Source: an optimization exercise on an open RTL-to-GDS flow (aim: small area). Production flows keep margins and buffers that such runs may drop.
Only simulation tests tie the RTL to the original design; equivalence was not proved.
The clock port is modelled as an ideal driver; clocking choices that lean on that would not hold on a real chip.
Power is estimated from default activity; no workload was simulated.

trial 4:
Design drac, start of the top module:
module drac (
  input SCK,
  input CS,
  input MOSI,
  output MISO,
  input clk,
  input rst,
  input [3:0] regr_0,
  input [6:0] regr_1,
  input [7:0] regr_2,
  input [7:0] regr_3,
  input [7:0] regr_4,
  input [7:0] regr_5,
  output [7:0] regwr_0,
  output [7:0] regwr_1,
  output [7:0] regwr_2,
  output [7:0] regwr_3,
  output [2:0] regwr_4,
  output [7:0] regwr_5,
  output [3:0] regwr_6,
  output [1:0] regwr_7,
  output [4:0] regwr_8,
  output [4:0] regwr_9,
  output [4:0] regwr_10,
  output [4:0] regwr_11,
  output regwr_12,
  output regwr_13,
  output regwr_14,
  output [2:0] regwr_15,
  output [2:0] regwr_16,
  output [1:0] regwr_17,
  output [1:0] regwr_18,
  output regwr_19,
  output regwr_20,
  output [1:0] regwr_21,
  output regwr_22,
  output [6:0] regwr_23,
  output regwr_24,
  output regwr_25,
  output regwr_26,
  output [3:0] regwr_27,
  output [3:0] regwr_28,
  output regwr_29,
  output regwr_30,
  output regwr_31,
  output [2:0] regwr_32,
  output [2:0] regwr_33,
  output [2:0] regwr_34,
  output regwr_35,
  output regwr_36,
  output regwr_37,
  output regwr_38,
  output regwr_39,
  output [7:0] regwr_40,
  output [7:0] regwr_41
);
  reg cs0, cs1, sck0, sck1, sck2, mo0, mo1;
  always @(posedge clk) begin
    cs0 <= CS;   cs1 <= cs0;
    sck0 <= SCK; sck1 <= sck0; sck2 <= sck1;
    mo0 <= MOSI; mo1 <= mo0;
  end
  ...
Size in the first run: about 500 cells after synthesis, roughly 190 I/O pins.
clock: 4.0 ns
lec_check: 0
cap_margin: 0
core_margin: 2
core_utilization: 60
gpl_timing_driven: 0
place_density: 0.75
slew_margin: 0
standard.sh (not shown) runs the stock make flow with config.mk's settings and CLKGATE_MAP_FILE= SYNTH_SCRIPT=/design/flow/synth_recipe.tcl, a recipe that flattens the netlist after the stock synthesis.
==> flow/flow/run.sh <==
#!/bin/bash
# Standard ORFS layout (standard.sh), except: ports are buffered with buf_1
# cells, and CTS uses small clock buffers without dummy loads.
set -euo pipefail
bash standard.sh synth > synth.log 2>&1
bash standard.sh \
  "BUFFER_PORTS_ARGS=-buffer_cell sky130_fd_sc_hd__buf_1" \
  "CTS_ARGS=-sink_clustering_enable -repair_clock_nets -dont_use_dummy_load -buf_list sky130_fd_sc_hd__clkbuf_4" \
  REMOVE_ABC_BUFFERS=1 "POST_CTS_TCL=$(pwd)/flow/post_cts.tcl" \
  finish > layout.log 2>&1
==> flow/flow/post_cts.tcl <==
# After CTS: upsize each clkbuf_4 whose loads see a slow clock edge to clkbuf_8,
# then legalize the placement again.
estimate_parasitics -placement
set n 0
foreach inst [get_cells -filter "ref_name == sky130_fd_sc_hd__clkbuf_4"] {
  set worst 0
  set net [get_nets -of_objects [get_pins [get_full_name $inst]/X]]
  foreach pin [get_pins -of_objects $net -filter "direction == input"] {
    set s [get_property $pin slew_max]
    if {$s > $worst} { set worst $s }
  }
  if {$worst > 0.112} {
    replace_cell $inst sky130_fd_sc_hd__clkbuf_8
    incr n
  }
}
puts "post_cts: upsized $n clock buffers"
estimate_parasitics -placement
detailed_placement
check_placement -verbose
The following lists how trial 1 was set up differently from trial 4:
-- flow/design.v --
<<< trial 4, line 61
    mo0 <= MOSI; mo1 <= mo0;
  end
  wire re = sck1 & ~sck2;
  localparam CMD = 2'd0, WR = 2'd2, RD = 2'd1, BURST = 2'd3;
  reg [1:0] st;
  reg [7:0] sr;
>>> trial 1, line 61
    mo0 <= MOSI; mo1 <= mo0;
  end
  wire re = sck1 & ~sck2 & ~cs1;    
  localparam CMD = 2'd0, WR = 2'd1, RD = 2'd2, BURST = 2'd3;
  reg [1:0] st;
  reg [7:0] sr;
<<< trial 4, line 81
      case (st)
        CMD:   st <= is_ff ? BURST : (byte_in[7] ? WR : RD);
        BURST: if (addr[5] & addr[3] & addr[0]) st <= CMD;
        default: st <= CMD;
      endcase
  end
  always @(posedge clk)
    if (done)
      addr <= (st == CMD) ? (byte_in[5:0] & {6{~is_ff}}) : addr + 6'd1;
  wire wr = done & st[1];             
  wire [7:0] bus0 = byte_in & {8{~rst}};   
  wire [7:0] bus1 = byte_in | {8{rst}};    
>>> trial 1, line 81
      case (st)
        CMD:   st <= is_ff ? BURST : (byte_in[7] ? WR : RD);
        BURST: if (addr == 6'd41) st <= CMD;
        default: st <= CMD;
      endcase
  end
  always @(posedge clk) begin
    if (done) begin
      if (st == CMD)
        addr <= byte_in[5:0] & {6{~is_ff}};
      else if (st == BURST)
        addr <= addr + 6'd1;
    end
  end
  wire wr = done & st[0];             
  wire [7:0] bus0 = byte_in & {8{~rst}};   
  wire [7:0] bus1 = byte_in | {8{rst}};    
==> results.txt <==
NOTE: non-clock buffer count in the final layout in trial 1 exceeds that of trial 4
Trial 1 vs. trial 4: parity-gate share of the synthesized area counting xor and xnor cells did not really move, maximum achievable frequency went down, proportion of total power due to net switching saw little to no change, via total after detailed routing about even, post-layout instance count excluding filler cells saw an increase.
Trial 1 vs. trial 4: synthesized cell count grew by 3; normalized max-slew margin shrank by 12 points; setup TNS held steady.
Trial 4 → trial 1: buffer and inverter count on the worst path higher, total met3 wirelength after detailed routing now sits higher, cell area after layout rose by 89 µm², arithmetic-cell share of the synthesized area counting full adders, half adders and majority gates has increased.

==> re-timing with driven ports <==
The results above use ideal ports. As a check the final layouts listed here were re-extracted and re-timed, cells and wires unchanged.
Step 1 sets driving cells, clkbuf_16 on the clock port and buf_2 on the other inputs (assumed; they add their load-dependent delay and slew).
Step 2 moves the port delays by t, midway between the first and last clock arrival at a register: inputs arrive t later, outputs are due t later. That takes back most of the time a late clock gives input paths.
Slacks: ideal ports / drivers / drivers and shift; pairs: ideal ports / drivers.
| run | t, ns | setup WS [ns] | cell pins on the clock port's net |
|---|---|---|---|
| trial 4 | 0.469 | 0.908 / 0.908 / 0.908 | 1 |
| trial 1 | 0.465 | 0.876 / 0.876 / 0.876 | 1 |
After both steps every run listed still meets setup and hold.
